What follows belongs to an exercise in optimizing a design on an open flow for small area and a short achievable clock period; a production flow would make more cautious choices.
At most, simulation tests tie the RTL to the original design; equivalence was not proved.
Power figures rest on the tool's default switching activity, not on a simulated workload.

==> inputs of build 46 <==
Design SIMD, start of the top module:
module SIMD(
input [11:0] instruction,
input clk,
input rst,
output [31:0] outputvalue
);
reg  [11:0] cmd;             
reg  [255:0] rf;             
reg  [15:0] ra, rb, rc;      
reg  e_as, e_sub, e_mul, e_mac, e_sh, e_arith, e_and, e_or, e_xor, e_not;
reg  [1:0] e_w;
reg  e_m4, e_m8, e_m16, e_right;
reg  [3:0] e_dst;
reg  [15:0] res_l, res_h, out_l, out_h;
wire [3:0] op = cmd[11:8];
wire [1:0] w  = cmd[7:6];
wire [1:0] fc = cmd[5:4];
wire [1:0] fb = cmd[3:2];
wire [1:0] fa = cmd[1:0];
wire is_logic = (op[3:2] == 2'b10);
wire [3:0] addr_a = is_logic ? {fb, fa} : {w, fa};
wire [15:0] bank0 = rf[16*{w,2'd0} +: 16];
wire [15:0] bank1 = rf[16*{w,2'd1} +: 16];
wire [15:0] bank2 = rf[16*{w,2'd2} +: 16];
wire [15:0] bank3 = rf[16*{w,2'd3} +: 16];
wire [15:0] rd_a = rf[16*addr_a +: 16];
wire [15:0] rd_b = fb[1] ? (fb[0] ? bank3 : bank2) : (fb[0] ? bank1 : bank0);
wire [15:0] rd_c = fc[1] ? (fc[0] ? bank3 : bank2) : (fc[0] ? bank1 : bank0);
always @(posedge clk) begin
  ra <= rd_a;
  rb <= rd_b;
  rc <= rd_c;
  e_w <= w;
  e_m4 <= (w == 2'd0);
  e_m8 <= (w == 2'd1);
  e_m16 <= w[1];
  e_right <= fb[0];
  if (rst) begin
    cmd <= 12'd0;
    {e_as, e_sub, e_mul, e_mac, e_sh, e_arith, e_and, e_or, e_xor, e_not} <= 10'd0;
    e_dst <= 4'd0;
  end else begin
    cmd <= instruction;
    e_as    <= (op[3:1] == 3'd0);
    e_sub   <= (op == 4'd1);
    e_mul   <= (op[3:1] == 3'd1);
    e_mac   <= (op == 4'd3);
    e_sh    <= (op == 4'd4) | (op == 4'd6);
    e_arith <= (op == 4'd6);
    e_and   <= (op == 4'd8);
    e_or    <= (op == 4'd9);
    e_xor   <= (op == 4'd10);
    e_not   <= (op == 4'd11);
    e_dst   <= {w, fc};
  end
end
wire [31:0] prod;
simd_mul mu(.a(ra), .b(rb), .c(e_mac ? rc : 16'd0), .m4(e_m4), .m8(e_m8), .m16(e_m16), .p(prod));
wire [15:0] as_out;
simd_addsub as(.a(ra), .b(rb), .w(e_w), .sub(e_sub), .s(as_out));
wire [15:0] sh_out;
simd_shift sh(.d(ra), .w(e_w), .right(e_right), .arith(e_arith), .q(sh_out));
wire [15:0] res = ({16{e_mul}} & prod[15:0])
                | ({16{e_as}}  & as_out)
  ...
make LEC_CHECK=0 CAP_MARGIN=20 CORE_MARGIN=2 CORE_UTILIZATION=40 SLEW_MARGIN=20 finish   # period 10.0 ns
run.sh (not shown) runs the stock make flow with config.mk's settings and CLKGATE_MAP_FILE= SYNTH_SCRIPT=/design/flow/synth_recipe.tcl, a recipe that flattens the netlist after the stock synthesis.
==> inputs of build 64, as changes to build 46 <==
SETUP_SLACK_MARGIN = 3   (was default)
==> comparison table <==
Worst hold slack across all endpoints: build 64 322 ps; build 46 321 ps
Outcome: build 64 finished clean; build 46 finished clean
Non-clk bufs: build 64 103; build 46 100
Post-CTS resize count: build 64 3; build 46 0
Endpoint required time on the critical path: build 64 10490 ps; build 46 10250 ps
Total power of the final layout: build 64 9.26 mW; build 46 9.24 mW
Logic pwr share: build 64 0.584; build 46 0.583
Fraction of final layout cells with drive strength greater than 1: build 64 0.144; build 46 0.140
Internal power: build 64 5.12 mW; build 46 5.11 mW
Comb pwr: build 64 5.41 mW; build 46 5.39 mW
Register fraction of the total cell area: build 64 0.346; build 46 0.347
Average wire per cell in the routed design: build 64 24.2 um; build 46 24.0 um
Max rail drop VDD: build 64 0.234 mV; build 46 0.234 mV
Seq. cell area: build 64 0.0106 mm^2; build 46 0.0106 mm^2
Wire length reported by the detailed router: build 64 78.9 mm; build 46 78.1 mm
Function was not checked in any run of this note: the RTL went through the layout flow alone.


==> job 3879: inputs <==
Another version of the RTL of SIMD (not shown whole).
Settings: LEC_CHECK=0, CAP_MARGIN=20, CORE_MARGIN=2, CORE_UTILIZATION=70, CTS_CLUSTER_DIAMETER=150, CTS_CLUSTER_SIZE=20, SLEW_MARGIN=20; clock period 10.0 ns.
standard.sh (not shown) runs the stock make flow with config.mk's settings and CLKGATE_MAP_FILE= SYNTH_SCRIPT=/design/flow/synth_recipe.tcl, a recipe that flattens the netlist after the stock synthesis.
==> flow/flow/run.sh <==
#!/bin/bash
set -euo pipefail
bash standard.sh SETUP_SLACK_MARGIN=5.5 finish > make_finish.log 2>&1
==> job 8184 (differences from job 3879) <==
--- a/flow/design.v
+++ b/flow/design.v
@@ -591,45 +591,24 @@
 wire [3:0] op = cmd[11:8];
 wire [1:0] w  = cmd[7:6];
 wire [1:0] fc = cmd[5:4];
 wire [1:0] fb = cmd[3:2];
 wire [1:0] fa = cmd[1:0];
 wire is_logic = (op[3:2] == 2'b10);
 wire nop = rst | rst_d;
 wire mul = ~nop & (op[3:1] == 3'd1);
-reg  [15:0] sel_a;
-reg  [3:0]  sel_w, sel_b, sel_c;
-wire [11:0] ins = instruction;
-wire [3:0] ins_a = (ins[11:10] == 2'b10) ? {ins[3:2], ins[1:0]} : {ins[7:6], ins[1:0]};
-always @(posedge clk) begin
-  sel_a <= 16'd1 << ins_a;
-  sel_w <= 4'd1 << ins[7:6];
-  sel_b <= 4'd1 << ins[3:2];
-  sel_c <= 4'd1 << ins[5:4];
-end
-reg [15:0] rd_a, rd_b, rd_c;
-reg [15:0] bank [0:3];
-integer r, k;
-always @* begin
-  rd_a = 16'd0;
-  for (r = 0; r < 16; r = r + 1)
-    rd_a = rd_a | ({16{sel_a[r]}} & rf[16*r +: 16]);
-  for (k = 0; k < 4; k = k + 1) begin
-    bank[k] = 16'd0;
-    for (r = 0; r < 4; r = r + 1)
-      bank[k] = bank[k] | ({16{sel_w[r]}} & rf[16*(4*r+k) +: 16]);
-  end
-  rd_b = 16'd0;
-  rd_c = 16'd0;
-  for (k = 0; k < 4; k = k + 1) begin
-    rd_b = rd_b | ({16{sel_b[k]}} & bank[k]);
-    rd_c = rd_c | ({16{sel_c[k]}} & bank[k]);
-  end
-end
+wire [3:0] addr_a = is_logic ? {fb, fa} : {w, fa};
+wire [15:0] bank0 = rf[16*{w,2'd0} +: 16];
+wire [15:0] bank1 = rf[16*{w,2'd1} +: 16];
+wire [15:0] bank2 = rf[16*{w,2'd2} +: 16];
+wire [15:0] bank3 = rf[16*{w,2'd3} +: 16];
+wire [15:0] rd_a = rf[16*addr_a +: 16];
+wire [15:0] rd_b = fb[1] ? (fb[0] ? bank3 : bank2) : (fb[0] ? bank1 : bank0);
+wire [15:0] rd_c = fc[1] ? (fc[0] ? bank3 : bank2) : (fc[0] ? bank1 : bank0);
 wire [15:0] as_out;
 simd_addsub as(.a(rd_a), .b(rd_b), .w(w), .sub(op == 4'd1), .s(as_out));
 wire [15:0] sh_out;
 simd_shift sh(.d(rd_a), .w(w), .right(fb[0]), .arith(op == 4'd6), .q(sh_out));
 wire [15:0] pre = ({16{~nop & (op[3:1] == 3'd0)}} & as_out)
                 | ({16{~nop & ((op == 4'd4) | (op == 4'd6))}} & sh_out)
                 | ({16{~nop & (op == 4'd8)}}  & (rd_a & rd_c))
                 | ({16{~nop & (op == 4'd9)}}  & (rd_a | rd_c))
==> flow/flow/run.sh (replaced) <==
#!/bin/bash
set -euo pipefail
bash standard.sh SETUP_SLACK_MARGIN=7 finish > make_finish.log 2>&1
CORE_UTILIZATION = 40   (was 70)
CTS_CLUSTER_DIAMETER = default   (was 150)
CTS_CLUSTER_SIZE = default   (was 20)
==> job 2359 (differences from job 3879) <==
--- a/flow/design.v
+++ b/flow/design.v
@@ -591,45 +591,24 @@
 wire [3:0] op = cmd[11:8];
 wire [1:0] w  = cmd[7:6];
 wire [1:0] fc = cmd[5:4];
 wire [1:0] fb = cmd[3:2];
 wire [1:0] fa = cmd[1:0];
 wire is_logic = (op[3:2] == 2'b10);
 wire nop = rst | rst_d;
 wire mul = ~nop & (op[3:1] == 3'd1);
-reg  [15:0] sel_a;
-reg  [3:0]  sel_w, sel_b, sel_c;
-wire [11:0] ins = instruction;
-wire [3:0] ins_a = (ins[11:10] == 2'b10) ? {ins[3:2], ins[1:0]} : {ins[7:6], ins[1:0]};
-always @(posedge clk) begin
-  sel_a <= 16'd1 << ins_a;
-  sel_w <= 4'd1 << ins[7:6];
-  sel_b <= 4'd1 << ins[3:2];
-  sel_c <= 4'd1 << ins[5:4];
-end
-reg [15:0] rd_a, rd_b, rd_c;
-reg [15:0] bank [0:3];
-integer r, k;
-always @* begin
-  rd_a = 16'd0;
-  for (r = 0; r < 16; r = r + 1)
-    rd_a = rd_a | ({16{sel_a[r]}} & rf[16*r +: 16]);
-  for (k = 0; k < 4; k = k + 1) begin
-    bank[k] = 16'd0;
-    for (r = 0; r < 4; r = r + 1)
-      bank[k] = bank[k] | ({16{sel_w[r]}} & rf[16*(4*r+k) +: 16]);
-  end
-  rd_b = 16'd0;
-  rd_c = 16'd0;
-  for (k = 0; k < 4; k = k + 1) begin
-    rd_b = rd_b | ({16{sel_b[k]}} & bank[k]);
-    rd_c = rd_c | ({16{sel_c[k]}} & bank[k]);
-  end
-end
+wire [3:0] addr_a = is_logic ? {fb, fa} : {w, fa};
+wire [15:0] bank0 = rf[16*{w,2'd0} +: 16];
+wire [15:0] bank1 = rf[16*{w,2'd1} +: 16];
+wire [15:0] bank2 = rf[16*{w,2'd2} +: 16];
+wire [15:0] bank3 = rf[16*{w,2'd3} +: 16];
+wire [15:0] rd_a = rf[16*addr_a +: 16];
+wire [15:0] rd_b = fb[1] ? (fb[0] ? bank3 : bank2) : (fb[0] ? bank1 : bank0);
+wire [15:0] rd_c = fc[1] ? (fc[0] ? bank3 : bank2) : (fc[0] ? bank1 : bank0);
 wire [15:0] as_out;
 simd_addsub as(.a(rd_a), .b(rd_b), .w(w), .sub(op == 4'd1), .s(as_out));
 wire [15:0] sh_out;
 simd_shift sh(.d(rd_a), .w(w), .right(fb[0]), .arith(op == 4'd6), .q(sh_out));
 wire [15:0] pre = ({16{~nop & (op[3:1] == 3'd0)}} & as_out)
                 | ({16{~nop & ((op == 4'd4) | (op == 4'd6))}} & sh_out)
                 | ({16{~nop & (op == 4'd8)}}  & (rd_a & rd_c))
                 | ({16{~nop & (op == 4'd9)}}  & (rd_a | rd_c))
==> flow/run.sh (new file) <==
#!/bin/bash
# synth_recipe.tcl (not shown) runs the flow's synth.tcl, then flattens the netlist and writes it again
# the make line also repeats each setting of config.mk as NAME=value (left out here)
make -C /OpenROAD-flow-scripts/flow DESIGN_CONFIG=/design/flow/config.mk WORK_HOME=/design/flow/orfs CLKGATE_MAP_FILE= SYNTH_SCRIPT=/design/flow/synth_recipe.tcl finish
CORE_UTILIZATION = 40   (was 70)
CTS_CLUSTER_DIAMETER = default   (was 150)
CTS_CLUSTER_SIZE = default   (was 20)
SETUP_SLACK_MARGIN = 4   (was default)
removed: flow/flow/run.sh
removed: flow/standard.sh
==> comparison table <==
| metric | job 2359 | job 3879 | job 8184 |
|---|---|---|---|
| Run status | no timing/DRC/antenna violations | no timing/DRC/antenna violations | no timing/DRC/antenna violations |
| Comb. pwr | 1.14 mW | 1.05 mW | 1.73 mW |
| Data required time at the worst endpoint | 10.35 ns | 10.40 ns | 10.48 ns |
| Buffers and inverters on the worst path | 1 | 2 | 4 |
| Highest metal layer with signal wires | met4 | met5 | met4 |
| Launch point of the critical path | e_two[2] | e_neg[4] | e_one[0] |
| Share of the synthesized area in compound gates (AO/OA/AOI/OAI) | 10.32% | 19.89% | 10.32% |
| Combinational Power Share | 21.2% | 23.4% | 30.2% |
| Max incr delay on CP | 0.78 ns | 0.57 ns | 0.55 ns |
| Share of the clock period used by the worst path | 57.70% | 48.26% | 46.00% |
| Area of all placed cells without fillers | 30,270 sq um | 29,340 sq um | 34,510 sq um |
| Inserted tap cell count | 873 | 511 | 873 |
| Minimum clock period | 5.770 ns | 4.826 ns | 4.600 ns |
| Transition time at the pin with the least slew margin | 1.051 ns | 1.232 ns | 1.192 ns |
| Number of multi-input logic gates | 1,461 | 1,718 | 1,465 |
| Number of instances in the placed design | 3,042 | 2,956 | 3,033 |
| TritonCTS Buffers | 49 | 26 | 46 |
| Lkg Pwr | 11.28 nW | 11.07 nW | 12.81 nW |
| Hold Path Sink | out_l[0] | out_l[1] | out_l[6] |


==> job 6227 <==
RTL: one of the versions met above, not the one the previous note started from.
==> module SIMD, before the edit <==
module SIMD(
input [11:0] instruction,
input clk,
input rst,
output [31:0] outputvalue
);
reg  [11:0] cmd;             
reg  rst_d;                  
reg  [255:0] rf;             
reg  [15:0] ra;              
reg  [7:0]  e_one, e_two, e_neg;    
reg  [31:0] e_x;             
reg  e_mul, e_m4, e_m8, e_m16;
reg  [3:0] e_dst;
reg  [15:0] res_l, out_l, out_h;
reg  [15:0] w_hx, w_hy;      
reg  w_hc, w_k24;            
wire [3:0] op = cmd[11:8];
wire [1:0] w  = cmd[7:6];
wire [1:0] fc = cmd[5:4];
wire [1:0] fb = cmd[3:2];
wire [1:0] fa = cmd[1:0];
wire is_logic = (op[3:2] == 2'b10);
wire nop = rst | rst_d;
wire mul = ~nop & (op[3:1] == 3'd1);
wire [3:0] addr_a = is_logic ? {fb, fa} : {w, fa};
wire [15:0] bank0 = rf[16*{w,2'd0} +: 16];
wire [15:0] bank1 = rf[16*{w,2'd1} +: 16];
wire [15:0] bank2 = rf[16*{w,2'd2} +: 16];
wire [15:0] bank3 = rf[16*{w,2'd3} +: 16];
wire [15:0] rd_a = rf[16*addr_a +: 16];
wire [15:0] rd_b = fb[1] ? (fb[0] ? bank3 : bank2) : (fb[0] ? bank1 : bank0);
wire [15:0] rd_c = fc[1] ? (fc[0] ? bank3 : bank2) : (fc[0] ? bank1 : bank0);
wire [15:0] as_out;
simd_addsub as(.a(rd_a), .b(rd_b), .w(w), .sub(op == 4'd1), .s(as_out));
wire [15:0] sh_out;
simd_shift sh(.d(rd_a), .w(w), .right(fb[0]), .arith(op == 4'd6), .q(sh_out));
wire [15:0] pre = ({16{~nop & (op[3:1] == 3'd0)}} & as_out)
                | ({16{~nop & ((op == 4'd4) | (op == 4'd6))}} & sh_out)
                | ({16{~nop & (op == 4'd8)}}  & (rd_a & rd_c))
                | ({16{~nop & (op == 4'd9)}}  & (rd_a | rd_c))
                | ({16{~nop & (op == 4'd10)}} & (rd_a ^ rd_c))
                | ({16{~nop & (op == 4'd11)}} & ~rd_a);
wire m4 = (w == 2'd0), m8 = (w == 2'd1), m16 = w[1];
wire [7:0] one, two, neg;
simd_booth_enc be(.b(rd_b), .m4(m4), .m8(m8), .m16(m16), .one(one), .two(two), .neg(neg));
wire [3:0] par4 = {^rd_b[15:12], ^rd_b[11:8], ^rd_b[7:4], ^rd_b[3:0]};
wire [1:0] par8 = {par4[3] ^ par4[2], par4[1] ^ par4[0]};
wire par16 = par8[1] ^ par8[0];
wire [3:0] q;
assign q[0] = ~(rd_a[3] & par4[0]);
assign q[1] = m4 ? ~(rd_a[7] & par4[1]) : ~(rd_a[7] & par8[0]);
assign q[2] = ~(rd_a[11] & par4[2]);
assign q[3] = m4 ? ~(rd_a[15] & par4[3]) : m8 ? ~(rd_a[15] & par8[1]) : ~(rd_a[15] & par16);
wire [15:0] c = (op == 4'd3) ? rd_c : 16'd0;
wire [31:0] x4 = {q[3], 1'b0, 1'b1, ~c[15], c[15:12], q[2], 1'b0, 1'b1, ~c[11], c[11:8],
                  q[1], 1'b0, 1'b1, ~c[7],  c[7:4],   q[0], 1'b0, 1'b1, ~c[3],  c[3:0]};
wire [31:0] x8 = {q[3], 1'b0, 1'b1, 1'b0, 1'b1, 1'b0, 1'b1, ~c[15], c[15:8],
                  q[1], 1'b0, 1'b1, 1'b0, 1'b1, 1'b0, 1'b1, ~c[7],  c[7:0]};
wire [31:0] x16 = {q[3], 1'b0, 1'b1, 1'b0, 1'b1, 1'b0, 1'b1, 1'b0, 1'b1, 1'b0, 1'b1,
                   1'b0, 1'b1, 1'b0, 1'b1, ~c[15], c[15:0]};
wire [31:0] x = ~mul ? {16'd0, pre} : m4 ? x4 : m8 ? x8 : x16;
always @(posedge clk) begin
  ra <= rd_a;
  e_one <= one & {8{mul}};
  e_two <= two & {8{mul}};
  e_neg <= neg & {8{mul}};
  e_x <= x;
  e_mul <= mul;
  e_m4 <= m4;
  e_m8 <= m8;
  e_m16 <= m16;
  e_dst <= nop ? 4'd0 : {w, fc};
  rst_d <= rst;
  cmd <= instruction;
end
wire [15:0] res, hx, hy;
wire hc;
simd_mul mu(.a(ra), .one(e_one), .two(e_two), .neg(e_neg), .x(e_x), .en(e_mul),
            .m4(e_m4), .m8(e_m8), .m16(e_m16), .pl(res), .hx(hx), .hy(hy), .hc(hc));
wire [17:0] hs = {w_hx[15:8], w_k24, w_hx[7:0], w_hc} + {w_hy[15:8], 1'b0, w_hy[7:0], w_hc};
wire [15:0] wd0 = res & ~{16{rst}};
wire [15:0] wd1 = res | {16{rst}};
integer i;
always @(posedge clk) begin
  res_l <= res;
  w_hx <= hx;
  w_hy <= hy;
  w_hc <= hc;
  w_k24 <= ~e_m4;
  out_l <= res_l;
  out_h <= {hs[17:10], hs[8:1]};
  for (i = 0; i < 16; i = i + 1)
    if (rst | (e_dst == i))
      rf[16*i +: 16] <= (wd1 & rf_init(i)) | (wd0 & ~rf_init(i));
end
function [15:0] rf_init(input integer r);
  case (r)
    1:  rf_init = 16'b0001_1000_1000_0100;
    2:  rf_init = 16'b1110_0110_0110_1100;
    4:  rf_init = 16'b0010_0111_0100_1100;
    5:  rf_init = 16'b1101_1000_1000_0101;
    8:  rf_init = 16'b0001_0110_0100_1010;
    9:  rf_init = 16'b1111_1010_1010_0100;
    13: rf_init = 16'b0001_1000_1000_0100;
    default: rf_init = 16'b0;
  endcase
endfunction
assign outputvalue = {out_h, out_l};
endmodule
clock: 10.0 ns
lec_check: 0
cap_margin: 20
core_margin: 2
core_utilization: 60
setup_slack_margin: 5
slew_margin: 20
run.sh (not shown) runs the stock make flow with config.mk's settings and CLKGATE_MAP_FILE= SYNTH_SCRIPT=/design/flow/synth_recipe.tcl, a recipe that flattens the netlist after the stock synthesis.
Stock flow here: none of the scripts above is used.
==> inputs of job 4866, as changes to job 6227 <==
--- a/flow/design.v
+++ b/flow/design.v
@@ -597,12 +597,33 @@
 wire nop = rst | rst_d;
 wire mul = ~nop & (op[3:1] == 3'd1);
-wire [3:0] addr_a = is_logic ? {fb, fa} : {w, fa};
-wire [15:0] bank0 = rf[16*{w,2'd0} +: 16];
-wire [15:0] bank1 = rf[16*{w,2'd1} +: 16];
-wire [15:0] bank2 = rf[16*{w,2'd2} +: 16];
-wire [15:0] bank3 = rf[16*{w,2'd3} +: 16];
-wire [15:0] rd_a = rf[16*addr_a +: 16];
-wire [15:0] rd_b = fb[1] ? (fb[0] ? bank3 : bank2) : (fb[0] ? bank1 : bank0);
-wire [15:0] rd_c = fc[1] ? (fc[0] ? bank3 : bank2) : (fc[0] ? bank1 : bank0);
+reg  [15:0] sel_a;
+reg  [3:0]  sel_w, sel_b, sel_c;
+wire [11:0] ins = instruction;
+wire [3:0] ins_a = (ins[11:10] == 2'b10) ? {ins[3:2], ins[1:0]} : {ins[7:6], ins[1:0]};
+always @(posedge clk) begin
+  sel_a <= 16'd1 << ins_a;
+  sel_w <= 4'd1 << ins[7:6];
+  sel_b <= 4'd1 << ins[3:2];
+  sel_c <= 4'd1 << ins[5:4];
+end
+reg [15:0] rd_a, rd_b, rd_c;
+reg [15:0] bank [0:3];
+integer r, k;
+always @* begin
+  rd_a = 16'd0;
+  for (r = 0; r < 16; r = r + 1)
+    rd_a = rd_a | ({16{sel_a[r]}} & rf[16*r +: 16]);
+  for (k = 0; k < 4; k = k + 1) begin
+    bank[k] = 16'd0;
+    for (r = 0; r < 4; r = r + 1)
+      bank[k] = bank[k] | ({16{sel_w[r]}} & rf[16*(4*r+k) +: 16]);
+  end
+  rd_b = 16'd0;
+  rd_c = 16'd0;
+  for (k = 0; k < 4; k = k + 1) begin
+    rd_b = rd_b | ({16{sel_b[k]}} & bank[k]);
+    rd_c = rd_c | ({16{sel_c[k]}} & bank[k]);
+  end
+end
 wire [15:0] as_out;
 simd_addsub as(.a(rd_a), .b(rd_b), .w(w), .sub(op == 4'd1), .s(as_out));
==> flow/flow/run.sh (new file) <==
#!/bin/bash
set -euo pipefail
bash standard.sh SETUP_SLACK_MARGIN=5.5 finish > make_finish.log 2>&1
==> flow/standard.sh (new file) <==
#!/bin/bash
# synth_recipe.tcl (not shown) runs the flow's synth.tcl, then flattens the netlist and writes it again
# the make line also repeats each setting of config.mk as NAME=value (left out here)
make -C /OpenROAD-flow-scripts/flow DESIGN_CONFIG=/design/flow/config.mk WORK_HOME=/design/flow/orfs CLKGATE_MAP_FILE= SYNTH_SCRIPT=/design/flow/synth_recipe.tcl "${@:-finish}"
--- a/flow/config.mk
+++ b/flow/config.mk
@@ -9,4 +9,5 @@
 export CORE_MARGIN = 2
 export CORE_UTILIZATION = 60
-export SETUP_SLACK_MARGIN = 5
+export CTS_CLUSTER_DIAMETER = 150
+export CTS_CLUSTER_SIZE = 20
 export SLEW_MARGIN = 20
removed: flow/run.sh
==> inputs of job 5250, as changes to job 6227 <==
--- a/flow/config.mk
+++ b/flow/config.mk
@@ -8,5 +8,6 @@
 export CAP_MARGIN = 20
 export CORE_MARGIN = 2
-export CORE_UTILIZATION = 60
+export CORE_UTILIZATION = 40
+export CTS_CLUSTER_SIZE = 30
 export SETUP_SLACK_MARGIN = 5
 export SLEW_MARGIN = 20
==> flow_metrics.env <==
export IMPL_status="complete, no violations"
export IMPL_pg_clk_uw=1830
export IMPL_cts_max_level=2
export IMPL_dp_cells=3043
export IMPL_seqCellArea_mm2=0.01125
export IMPL_synth_simple_area_share_pct=7.138
export IMPL_clk_share_pct=5.348
export IMPL_fin_hold_ws_ns=0.3177
export IMPL_synth_top_area_share_pct=28.30
export IMPL_ctsResizeCount=57
export IMPL_power_frac_clock_pct=34.7
export IMPL_wl_met3_um=5663
Source of the figures above: job 5250

==> flow_metrics.env <==
export IMPL_status="complete, no violations"
export IMPL_synth_top_area_share_pct=28.74
export IMPL_wl_met3_um=12730
export IMPL_cts_max_level=1
export IMPL_ctsResizeCount=112
export IMPL_fin_hold_ws_ns=0.3344
export IMPL_synth_simple_area_share_pct=9.389
export IMPL_power_frac_clock_pct=24.8
export IMPL_seqCellArea_mm2=0.01175
Source of the figures above: job 4866

==> flow_metrics.env <==
export IMPL_seqCellArea_mm2=0.01126
export IMPL_status="complete, no violations"
export IMPL_pg_clk_uw=1700
export IMPL_synth_top_area_share_pct=28.30
export IMPL_cts_max_level=2
export IMPL_synth_simple_area_share_pct=7.138
export IMPL_start_util_pct=61.17
export IMPL_nonClkBufAreaFrac_pct=3.846
export IMPL_ctsResizeCount=47
export IMPL_wl_met3_um=7241
export IMPL_ys_warn_count=1
export IMPL_dp_cells=2759
Source of the figures above: job 6227

-- port drivers added, routing unchanged --
The flow's constraints put no driver on any port. The routed layouts listed below were extracted and timed again, unchanged, in two steps.
Step 1 sets driving cells, clkbuf_16 on the clock port and buf_2 on the other inputs (assumed; they add their load-dependent delay and slew).
Step 2 also shifts input and output timing later by t, the mid clock arrival at the registers, as if the neighbouring blocks saw the same clock.
Slacks: ideal / step 1 / step 2; pairs: ideal / step 1.
run | shift t [ns] | slack for setup (ns) | worst register clock-pin slew, ns
build 46 | 0.615 | 2.422 / 2.422 / 2.422 | 0.06 / 0.06
build 64 | 0.614 | 3.237 / 3.237 / 3.237 | 0.06 / 0.06
job 3879 | 0.650 | 5.174 / 5.174 / 4.641 | 0.11 / 0.11
job 8184 | 0.680 | 5.400 / 5.400 / 5.400 | 0.08 / 0.08
job 2359 | 0.669 | 4.230 / 4.230 / 4.230 | 0.06 / 0.06
job 6227 | 0.655 | 5.113 / 5.113 / 5.113 | 0.07 / 0.07
job 4866 | 0.659 | 5.214 / 5.214 / 4.856 | 0.11 / 0.11
job 5250 | 0.652 | 5.120 / 5.120 / 4.542 | 0.06 / 0.06
After both steps every run listed still meets setup and hold. For job 5250, which loses most, drivers alone change the setup slack by 0.000 ns; drivers and shift together by -0.578 ns.
